Background: an optimization exercise with open tools, aiming at small area. Do not read the settings as production practice. Only simulation tests tie the RTL to the original design; equivalence was not proved. No activity file was given, so power comes from the tool's default toggle rates.

==> design/flow/design.v <==
module prescaler(input clk_in, input rst, output clk_out, output tick);
reg [20:0] count3;
assign clk_out = count3[4];
assign tick = (count3[4:0] == 5'b11111);
always @(posedge(clk_in)) begin
  if (rst) count3 <= 0;
  else count3 <= count3 + 1;
end
endmodule
module tasty (CLK,rst,ce,pinin,load,gsclk1,bar);
input pinin;
input CLK;
input rst, ce;
output   load,gsclk1;
reg load, gsclk1;
output [0:31] bar ;
reg [0:31] bar ;
reg [7:0] cnt1,cntin;
always @(posedge CLK) begin
if (rst) begin
            gsclk1 <=1'b1;
            cnt1<=00;
            load<=1'b0;
            cntin<=00;
            bar <= 0;
         end
else if (ce) begin
if (cnt1 ==0) begin                       
                  gsclk1 <= 1'b0;
                  cnt1 <=cnt1+1;
                end
if (cnt1 ==1) begin
                  load<=1'b1;
                  bar[cntin]<=pinin;
                  cnt1 <=cnt1+1;
              end
if (cnt1 ==2) begin
                    gsclk1 <= 1'b1;
                    cnt1 <=cnt1+1;
                    cntin<=cntin+1;
              end
if (cnt1 ==3) begin
                    if (cntin >31) begin
                                        load<=1'b0;
                                        cntin<=00;
                                        cnt1<=00;
                                    end
                    else    cnt1<=00;
                end
end
end
endmodule
module graph(CLK, rst, ce, gsdo, gsclk, gload,val1,val2,val3,val4,val5,val6,val7,val8,str1,str2,str3,str4,str5,str6,str7,str8,tasty);
input CLK;
input rst, ce;
output gsdo,gsclk,gload;
reg gsdo,gsclk,gload;
input   [0:7] val1,val2,val3,val4,val5,val6,val7,val8;
input [8*4-1:0] str1,str2,str3,str4,str5,str6,str7,str8;
input [31:0]tasty;
reg [7:0] gcount ;
reg [31:0] regbar;
reg [7:0] cntspi,cnt,cntrl,valcnt,valcnv;
reg [0:47] barsend;
reg[7:0] ind;
reg[7:0] ser,drain,kio;
wire[0:7]val[7:0];                   
reg  [0:7] bar [0:31];
reg flag;
wire [7:0] graph1,graph2,graph3,graph4;
integer i;
always @(*) begin
  case (ind[2:0])
        0 :kio =0;
        1 :kio =4;
        2 :kio =8;
        3 :kio =12;
        4 :kio =16;
        5 :kio =20;
        6 :kio =24;
        7 :kio =28;
  endcase
end
always @(posedge CLK) begin
if (rst) begin
        ind<=00;
        gcount <=00;
        valcnt<=00;
        cntspi <=00;
        cnt <=00;
        gsclk <= 1'b0;
        gload <=1'b0;
        gsdo <= 1'b0;
        regbar <= 0;
        cntrl <= 0;
        valcnv <= 0;
        barsend <= 0;
        ser <= 0;
        drain <= 0;
        flag <= 1'b0;
        for (i = 0; i < 32; i = i + 1) bar[i] <= 0;
end
else if (ce) begin
if (flag ==1'b1)begin
                  bar[(kio)]<=graph1;
                  bar[(kio+1)]<=graph2;
                  bar[(kio+2)]<=graph3;
                  bar[(kio+3)]<=graph4;
                  flag <=1'b0;
              end
if (valcnt==0)begin
                  valcnv<=val[(ind[2:0])];
                  valcnt<=valcnt+1;
              end
if (valcnt==1)begin
                  if  (cntrl<32 )begin
                                      regbar[0] <=1'b1;
                                      if (valcnv >=cntrl) regbar[cntrl]<=1'b1;
                                      else  regbar[cntrl]<=1'b0;
                                      valcnt<=valcnt+1;
                                  end
                  else begin
                            valcnt<=3;
                            cntrl <=1;
                            flag <=1'b1;
                       end
              end
if (valcnt==2)begin
                  cntrl <=cntrl+1;
                  valcnt<=1;
              end
if(valcnt==3)begin
                  if (ind >= 7) ind <= 00;
                  else ind<=ind+1;
                  valcnt<=0;
             end
if (gcount >=4)ser<=12;
 else ser<=00;
            if (gcount==18) begin
                                gcount<=00;
                                drain <= 8'b00000001;
                            end
            if (gcount <8) begin
                    barsend[40:47]<=bar[(gcount+ser)];
                    barsend[32:39]<=bar[(gcount+4+ser)];
                    barsend[24:31]<=bar[(gcount+8+ser)];  
                    barsend[16:23]<=bar[(gcount+12+ser)];  
                    barsend[8:15] <=drain;
                    barsend[0:7]  <= 8'b00001000;  
                      end
            if (gcount ==8) begin
                            barsend[40:47]<=8'b00000000;
                            barsend[32:39]<=8'b00011111;
                            barsend[24:31]  <= 8'b01010010;
                            barsend[16:23] <=8'b01010010;
                            barsend[8:15] <= 8'b00000000;
                            barsend[0:7] <= 8'b00000000;
                    end
            if (gcount ==9) begin
                            barsend[40:47]<= str1[7:0];         
                            barsend[32:39]<= str2[7:0];         
                            barsend[24:31]<= str3[7:0];  
                            barsend[16:23] <= str4[7:0];  
                            barsend[8:15] <= 8'b00000000;
                            barsend[0:7] <= 8'b00000100;
                    end                       
            if (gcount ==10) begin
                            barsend[40:47]<= str5[7:0];                    
                            barsend[32:39]<= str6[7:0];
                            barsend[24:31]<= str7[7:0];
                            barsend[16:23]<= str8[7:0];
                            barsend[8:15] <= 8'b00000000;
                            barsend[0:7] <= 8'b00000000;
                    end
            if (gcount ==11) begin
                            barsend[40:47]<= str1[15:8];                   
                            barsend[32:39]<= str2[15:8];  
                            barsend[24:31]<= str3[15:8];  
                            barsend[16:23]<= str4[15:8];
                            barsend[8:15] <= 8'b00000000;
                            barsend[0:7]  <= 8'b00000101;
                    end
            if (gcount ==12) begin
                            barsend[40:47]<= str5[15:8];                    
                            barsend[32:39]<= str6[15:8];
                            barsend[24:31]<= str7[15:8];
                            barsend[16:23]<= str8[15:8];
                            barsend[8:15] <= 8'b00000000;
                            barsend[0:7]  <= 8'b00000001;
                    end
            if (gcount ==13) begin
                                barsend[40:47]<= {7'b 0011000,tasty[25]};    
                                barsend[32:39]<= str2[23:16];   
                                barsend[24:31]<= str3[23:16];   
                                barsend[16:23]<= str4[23:16];
                                barsend[8:15] <= 8'b00000000;
                                barsend[0:7]  <= 8'b00000110;
                        end
            if (gcount ==14) begin
                                  barsend[40:47]<= str5[23:16];                       
                                  barsend[32:39]<= str6[23:16];
                                  barsend[24:31]<= str7[23:16];
                                  barsend[16:23]<= str8[23:16];
                                  barsend[8:15] <= 8'b00000000;
                                  barsend[0:7]  <= 8'b00000010;
                          end
             if (gcount ==15) begin
                                   barsend[40:47]<={7'b 0011000,tasty[24]};    
                                   barsend[32:39]<= str2[31:24];    
                                   barsend[24:31]<= str3[31:24];  
                                   barsend[16:23] <= str4[31:24];
                                   barsend[8:15] <= 8'b00000000;
                                   barsend[0:7]  <= 8'b00000111;
                            end
            if (gcount ==16) begin
                                  barsend[40:47]<= str5[31:24];             
                                  barsend[32:39]<= str6[31:24];
                                  barsend[24:31]<= str7[31:24];
                                  barsend[16:23]<= str8[31:24];
                                  barsend[8:15] <= 8'b00000000;
                                  barsend[0:7]  <= 8'b00000011;
                          end
            if (gcount ==17) begin                                   
                                  barsend[8:15] <= 8'b00000000;
                                  barsend[0:7]  <= 8'b00001000;
                          end
              if (cnt ==0) begin                       
                                gsclk <= 1'b0;
                                cnt <=cnt+1;
                              end
              if (cnt==1) begin
                               gsdo <=    {barsend[cntspi]};
                               cnt <=cnt+1;
                            end
              if (cnt ==2) begin
                                gsclk <= 1'b1;
                                cnt <=cnt+1;
                            end
                if (cnt ==3) begin
                                    cntspi <=cntspi +1;
                                    if (cntspi ==47) begin
                                                          gload <=1'b0;
                                                          cnt <=cnt+1;
                                                      end
                                    else cnt <=00;
                              end
                if (cnt ==4) begin                       
                                  gload <=1'b1;
                                  cnt <= cnt+1;
                                  gcount <=gcount+1;
                                  cntspi <=00;
                                  drain<= drain<<1;
                              end
                  if (cnt ==5) begin                       
                                    gload <=1'b1;
                                    cnt <= 00;
                                    cntspi <=00;
                                end
      end
end
      assign graph1[0] =regbar[0]; 
      assign graph2[0] =regbar[1]; 
      assign graph3[0] =regbar[2];
      assign graph4[0] =regbar[3];
      assign graph1[1] =regbar[4];
      assign graph2[1] =regbar[5];
      assign graph3[1] =regbar[6];
      assign graph4[1] =regbar[7]; 
      assign graph1[2] =regbar[8];
      assign graph2[2] =regbar[9];
      assign graph3[2] =regbar[10];
      assign graph4[2] =regbar[11];
      assign graph1[3] =regbar[12];
      assign graph2[3] =regbar[13];
      assign graph3[3] =regbar[14];
      assign graph4[3] =regbar[15];
      assign graph1[4] =regbar[16];
      assign graph2[4] =regbar[17];
      assign graph3[4] =regbar[18];
      assign graph4[4] =regbar[19];
      assign graph1[5] =regbar[20];
      assign graph2[5] =regbar[21];
      assign graph3[5] =regbar[22];
      assign graph4[5] =regbar[23];
      assign graph1[6] =regbar[24];
      assign graph2[6] =regbar[25];
      assign graph3[6] =regbar[26];
      assign graph4[6] =regbar[27];
      assign graph1[7] =regbar[28];
      assign graph2[7] =regbar[29];
      assign graph3[7] =regbar[30];
      assign graph4[7] =regbar[31];
assign val[0] =val1;
assign val[1] =val2;
assign val[2] =val3;
assign val[3] =val4;
assign val[4] =val5;
assign val[5] =val6;
assign val[6] =val7;
assign val[7] =val8;
endmodule
module quad(clk, rst, quadA, quadB, count);
input clk, rst, quadA, quadB;
output [7:0] count;
reg [2:0] quadA_delayed, quadB_delayed;
always @(posedge clk) if (rst) quadA_delayed <= 0; else quadA_delayed <= {quadA_delayed[1:0], quadA};
always @(posedge clk) if (rst) quadB_delayed <= 0; else quadB_delayed <= {quadB_delayed[1:0], quadB};
wire count_enable = quadA_delayed[1] ^ quadA_delayed[2] ^ quadB_delayed[1] ^ quadB_delayed[2];
wire count_direction = quadA_delayed[1] ^ quadB_delayed[2];
reg [9:0] count1;
reg [7:0] count;
always @(posedge clk)
begin
  if (rst) begin
    count <= 7;
    count1 <= 100;
  end
  else begin
  if(count_enable)
  begin
    if(count_direction) count1<=count1+1; else count1<=count1-1;
  end
  count[7:0]<=count1[9:2];
  end
end
endmodule
module scopp(clk, quadA, quadB, tast);
input clk;
output quadA, quadB;
input [31:0] tast;
assign quadA =tast[25];
assign quadB =tast[24];
endmodule
module SPI_slave(CLK, RST, SCK, MOSI, MISO, SSEL, LED, VAL);
input CLK;
input RST;
input  [7:0] VAL;
input SCK, SSEL, MOSI;
output MISO;
output LED;
reg [2:0] SCKr;  always @(posedge CLK) if (RST) SCKr <= 0; else SCKr <= {SCKr[1:0], SCK};
wire SCK_risingedge = (SCKr[2:1]==2'b01);   
wire SCK_fallingedge = (SCKr[2:1]==2'b10);   
reg [2:0] SSELr;  always @(posedge CLK) if (RST) SSELr <= 0; else SSELr <= {SSELr[1:0], SSEL};
wire SSEL_active = ~SSELr[1];   
wire SSEL_startmessage = (SSELr[2:1]==2'b10);   
wire SSEL_endmessage = (SSELr[2:1]==2'b01);   
reg [1:0] MOSIr;  always @(posedge CLK) if (RST) MOSIr <= 0; else MOSIr <= {MOSIr[0], MOSI};
wire MOSI_data = MOSIr[1];
reg [2:0] bitcnt0;
reg [1:0] cnt0;
reg [1:0] cnt1;
reg byte_received;   
reg [7:0] byte_data_received;
reg [7:0] reg_data_rec0, reg_data_rec1;
always @(posedge CLK)
begin
  if (RST) begin
    bitcnt0 <= 3'b000;
    cnt0 <= 2'b00;
    byte_data_received <= 8'h00;
    byte_received <= 1'b0;
    reg_data_rec0 <= 8'h00;
    reg_data_rec1 <= 8'h00;
  end
  else begin
  if(~SSEL_active)begin
    bitcnt0 <= 3'b000;
    cnt0 <= 2'b00;
      end
  else
  if(SCK_risingedge)
  begin
    bitcnt0 <= bitcnt0 + 3'b001;
    byte_data_received <= {byte_data_received[6:0], MOSI_data};
  end
 byte_received <= SSEL_active && SCK_risingedge && (bitcnt0==3'b111);
 if (byte_received) begin
                          cnt0 <= cnt0 +8'h01;
                          if (cnt0 ==8'h00)reg_data_rec0 <= byte_data_received;
                            if (cnt0 ==8'h01)reg_data_rec1 <= byte_data_received;
                      end
  end
end
reg LED;
always @(posedge CLK) if (RST) LED <= 1'b0; else if(byte_received) LED <= byte_data_received[0];
reg [7:0] byte_data_sent;
always @(posedge CLK)
begin
  if (RST) begin
    byte_data_sent <= 8'h00;
    cnt1 <= 2'b00;
  end
  else
  if(SSEL_active)
                begin
                    if(SSEL_startmessage) byte_data_sent <=8'hce;
                    if(SSEL_startmessage) cnt1<=8'h00;
                    else
                        if(SCK_fallingedge)
                                          begin
                                              if(bitcnt0==3'b000) begin
                                                                        cnt1 <= cnt1 +8'h01;
                                                                        if (cnt1 ==8'h00)   byte_data_sent <=8'haa;
                                                                        if (cnt1 ==8'h01)   byte_data_sent <=reg_data_rec0 ;
                                                                        if (cnt1 ==8'h02)   byte_data_sent <=VAL;
                                                                  end
                                              else     byte_data_sent <= {byte_data_sent[6:0], 1'b0};
                                          end
                  end
end
assign MISO = byte_data_sent[7];   
endmodule
module top(CLK, RST, SCK, MOSI, MISO, SSEL,PIN_14,PIN_15,PIN_16,PIN_17,PIN_18,LED,PIN_13,PIN_12,PIN_20,PIN_10,PIN_8,PIN_9,PIN_7);
input CLK,PIN_8;
input RST;
output LED;
output PIN_10,PIN_20,PIN_12,PIN_13,PIN_14,PIN_15,PIN_16,PIN_17,PIN_18,PIN_9,PIN_7;
input SCK, SSEL, MOSI;
output MISO;
wire clkpresc;
wire tick;
assign PIN_18 = clkpresc;
assign LED =clkpresc;
assign PIN_10 = 1'b0;
assign PIN_14 = 1'b0;
assign PIN_15 = 1'b0;
assign PIN_16 = 1'b0;
assign PIN_17 = 1'b0;
wire   [0:31] intasty;
wire [7:0]bar2;
wire [7:0]bar3;
wire [7:0]bar4;
wire [7:0]bar5;
wire [7:0]bar6;
wire [7:0]bar7;
wire [0:8*4-1] st1;
wire [0:8*4-1] st2;
wire [0:8*4-1] st3;
wire [0:8*4-1] st4;
wire [0:8*4-1] st5;
wire [0:8*4-1] st6;
wire [0:8*4-1] st7;
wire [0:8*4-1] st8;
wire quadA,quadB;
wire [7:0] conn;
assign  bar2 =31;
assign  bar3 =2;
assign  bar4 =0;
assign  bar5 =0;
assign  bar6 =1;
assign  bar7 =22;
assign st1 ={"A","B",7'b 0011000,quadA,7'b 0011000,quadB};
assign st2 ={"A","B",7'b 0011000,quadA,7'b 0011000,quadB};
assign st3 ="ff#4";
assign st4 ="%$#4";
assign st5 ="Sen5";
assign st6 ="c@A6";
assign st7 ="^*{7";
assign st8 ="Pip8";
tasty miatastiera(.CLK(CLK), .rst(RST), .ce(tick), .pinin(PIN_8),.load(PIN_9),.gsclk1(PIN_7),.bar(intasty));
prescaler mioclk(.clk_in(CLK),.rst(RST),.clk_out(clkpresc),.tick(tick));
  graph miograph (.CLK(CLK), .rst(RST), .ce(tick), .gsdo(PIN_20), .gsclk(PIN_12), .gload(PIN_13),.val1(conn),.val2(conn),.val3(bar2),.val4(bar3),.val5(bar4),.val6(bar5),
  .val7(bar6),.val8(bar7),.str1(st1),.str2(st2),.str3(st3),.str4(st4),.str5(st5),.str6(st6),.str7(st7),.str8(st8) ,.tasty(intasty));
quad mio_quad(.clk(CLK), .rst(RST), .quadA(quadB), .quadB(quadA), .count(conn));
scopp mioscopp(.clk(CLK), .quadA(quadA), .quadB(quadB), .tast(intasty));
SPI_slave mio_spi(.CLK(CLK), .RST(RST), .SCK(SCK), .MOSI(MOSI), .MISO(MISO), .SSEL(SSEL), .LED(), .VAL(conn));
endmodule
==> design/flow/run.sh <==
#!/bin/bash
# synth_recipe.tcl (not shown) runs the flow's synth.tcl, then flattens the netlist and writes it again
# the make line also repeats each setting of config.mk as NAME=value (left out here)
make -C /OpenROAD-flow-scripts/flow DESIGN_CONFIG=/design/flow/config.mk WORK_HOME=/design/flow/orfs CLKGATE_MAP_FILE= SYNTH_SCRIPT=/design/flow/synth_recipe.tcl finish
==> design/flow/config.mk <==
export PLATFORM = sky130hd
export DESIGN_NAME = top
export DESIGN_NICKNAME = top
export VERILOG_FILES = /design/flow/design.v
export SDC_FILE = /design/flow/constraint.sdc
export NUM_CORES = 4
export LEC_CHECK = 0
export CAP_MARGIN = 20
export CORE_MARGIN = 2
export CORE_UTILIZATION = 40
export SLEW_MARGIN = 20
==> design/flow/constraint.sdc <==
create_clock -name core_clock -period 10.0 [get_ports {CLK}]
set_input_delay 2.0000 -clock core_clock [delete_from_list [all_inputs] [get_ports {CLK}]]
set_output_delay 2.0000 -clock core_clock [all_outputs]
set_load 0.01 [all_outputs]
==> impl_metrics.ini <==
[status]
status = timing/DRC/antenna clean

[placed_design]
dp.cells = 3019
dpl_worst_slack_ns = 5.52
dp_hpwl_mm = 46.5
dpl_cell_area_um2 = 27000
place.gp.congestion = 0.957
portBuffers = 13

[grt]
antenna_found_initial = 1
grt.overflow.total = 0
grt_pass1_wl_mm = 105
grtUsageTotal_pct = 20.0
grt_pass1_vias = 17800
grt_max_degree = 76

[clocking]
cts_tree = done
postCtsHoldBufs = 0
clk_latency_ns = 0.61
ctsRootBufferMaster = clkbuf_16
clkTransAtPathRegs_ns = 0.06
htree_levels = 2
cts_buffer_depth = 3
post_cts_resized = 0
clock_sinks = 493
cts_buffers = 51
postCtsSetupBuffers = 0

[synth]
syn_area_um2 = 26100
ys_warn_count = 5
synthArstFlopShare_pct = 0
synth.most_common_cell = and2_1
ys.flop_type = edfxtp_1
synthTopCellsByArea = edfxtp_1 (30%), dfxtp_1 (18%), mux4_2 (14%)
avgSynthCellArea_um2 = 11.5
ys_ff_latch = 493
syn_inst = 2270
ys_top_cells_by_count = and2_1 (271), edfxtp_1 (256), dfxtp_1 (237)
synth_area_leader_cell = edfxtp_1
ys_seq_area_share_pct = 47.7
synth_edf_count = 256
yosysUniqueCellTypes = 92
synth_top_area_share_pct = 29.5

[power_and_ir_drop]
power_frac_seq_pct = 51.9
power.density_nw_per_um2 = 148
p_sw_share_pct = 21.6
vdd_drop_max_uv = 127
p_int_mw = 3.32
p_leak_nw = 9.62
p_comb_share_pct = 3.3
p_switching_mw = 0.916
p_clk_share_pct = 44.8

[routing]
routedWlPerCell_um = 21.5
drt-vias-per-instance = 5.77
first_pass_iters = 5
routed_wl_mm = 67.0
wl_met2_mm = 32.9
drc = 0
drt_iter0_markers = 1551
vias = 18000
postRouteAntennaNets = 0
met1_length_mm = 28.0
highest_layer = met4
wl_met3_mm = 4.08

[setup_path]
cp_max_fo = 33
r2r_cells = 9
crit_path_end_kind = flop
critPathLaunchType = flop
reg2reg_to = miograph.bar[7][7]
required_ns = 10.22
cp_data_arrival_time_ns = 4.51
worstReg2RegStart = mioclk.count3[0]
ff2ff_setup_slack_ns = 5.71
path_class = flop to flop

[layout]
top_regs = miograph.bar x256, miograph.barsend x44, mio_quad.count1 x10
largest_register_ffs = 256
final_core_util_pct = 44.4
largest-register = miograph.bar
nets = 2298
drive_above_1_share_pct = 15.4
area_growth_pct = 9.90
finalNonFillerCells = 3114
post-route-cell-area_um2 = 28600

[timing]
rsz0062_at_grt = no
setup_ws_ns = 5.71
relSlewSlack_pct = 29.2
hold_violations = 0
fin_tns_setup_ns = 0
finalSetupViolCount = 0
fin_crit_ns = 4.29
slew_viol_final = 0
fmax_mhz = 233
worst_pin_slew_ns = 1.06
finalCritPeriodShare_pct = 42.9
skew_ns = 0.0309

[hold_path]
hold_path.class = flop to flop
holdCritStartpoint = mio_spi.SSELr[0]
min_path_cells = 1
min_to = mio_spi.SSELr[1]

[floorplan]
pin_count = 19
initial_core_util_pct = 40.4
dieArea_um2 = 67200
rows = 93
fp.dieW_um = 259
coreArea_um2 = 64500
dieHeight_um = 259

[job]
max_cap_viol_count = 0
[kinds of logic after synthesis]
| family | synth area share [%] |
|---|---|
| simple gates | 17.1 |
| buf+inv | 3.65 |
| mux | 16.2 |
| fa+ha+maj | 3.66 |
| xor+xnor | 1.91 |
| flops | 47.7 |
| compound gates | 9.84 |
| other cells | 0.0144 |
[cells in the final DEF, fill, tap and decap left out, types with 8 or more instances in the layout]
master,Yosys,layout
clkbuf_16,0,52
mux4_2,159,159
buf_4,11,32
and3_1,16,16
a21oi_1,133,133
inv_1,57,57
clkinv_2,0,11
dfxtp_1,237,234
a311oi_1,27,27
nor2_1,164,158
nor4_1,13,12
ha_1,73,72
a31oi_1,11,11
nand2b_1,13,13
edfxtp_1,256,256
xor2_1,15,15
o21bai_1,8,8
nand2_1,123,123
o21ai_0,62,56
and2_1,271,271
a22oi_1,10,10
or2_2,10,10
nor3_1,53,51
clkdlybuf4s50_1,0,12
xnor2_1,34,33
nand4_1,12,12
a211oi_1,21,21
o211ai_1,16,16
nand3_1,67,67
mux2i_1,47,47
clkbuf_1,103,8
mux2_2,14,14
nor2b_1,48,48
[routing by layer]
metal / track usage [%] / vias up
met5: 0 / -
met1: 25.7 / 9007
li1: - / 8298
met2: 34.1 / 553
met3: 3.59 / 117
met4: 6.77 / 0
[power groups by stage]
stage,clock [mW],sequential (mW),combinational [mW]
2_1_floorplan,0,2.24,0.0976
3_3_place_gp,0,2.24,0.132
5_1_grt,2.02,2.21,0.149
3_5_place_dp,0,2.25,0.138
6_report,1.90,2.20,0.138
4_1_cts,1.94,2.20,0.139
[worst max-delay path by stage]
stage	startpoint	endpoint	slack [ns]	cells past startpoint
2_1_floorplan	RST	miograph.bar[10][0]	4.72	4
3_3_place_gp	RST	miograph.bar[4][5]	5.63	6
3_5_place_dp	RST	miograph.bar[1][1]	5.52	6
4_1_cts	miograph.gcount[1]	miograph.barsend[17]	5.64	8
5_1_grt	miograph.gcount[1]	miograph.barsend[17]	5.35	8
6_report	mioclk.count3[0]	miograph.bar[7][7]	5.71	9
[layout make-up]
| cell class | instances | area (um^2) |
|---|---|---|
| Tap cell | 855 | 1070 |
| Timing Repair Buffer | 47 | 427 |
| Inverter | 58 | 218 |
| Fill cell | 5829 | 35800 |
| Multi-Input combinational cell | 1566 | 12800 |
| Sequential cell | 493 | 12400 |
| Clock buffer | 70 | 1450 |
| Clock inverter | 24 | 225 |
| Antenna cell | 1 | 2.50 |
[worst max-delay path, stage by stage (launching register included)]
cell,delay (ns)
dfxtp_1,0.36
ha_1,0.19
and3_1,0.16
ha_1,0.77
inv_1,0.41
nor2_1,0.31
nand3_1,0.45
nor3_2,0.23
buf_4,0.32
or2_2,0.70
[stage by stage]
stage               power (mW)  hold slack [ns]
finish                    4.24            0.440
floorplan                 2.33            0.403
global route              4.37            0.460
CTS                       4.28            0.446
global placement          2.37            0.412
detailed placement        2.38            0.426

-- separate check: timing with driven ports --
In the flow no input, the clock included, has a driving cell. The finished layout below was timed again as built, in two steps.
Step 1 assumes that a clkbuf_16 drives the clock port and a buf_2 every other input.
Step 2 adds t to the input delays and takes it off the output delays; t is the mean of the earliest and latest rising clock arrival at the registers after step 1. Input paths then give back, and output paths get back, about the clock's delay inside the block.
Slacks: no drivers / after step 1 / after step 2; pairs: no drivers / after step 1.
t (ns): 0.663
slack for setup (ns): 5.709 / 5.709 / 5.472
latest minus earliest clock arrival (ns): 0.031 / 0.031
worst register clock-pin slew, ns: 0.07 / 0.07
After both steps this run still meets setup and hold. For this run, drivers alone change the setup slack by 0.000 ns; drivers and shift together by -0.237 ns.
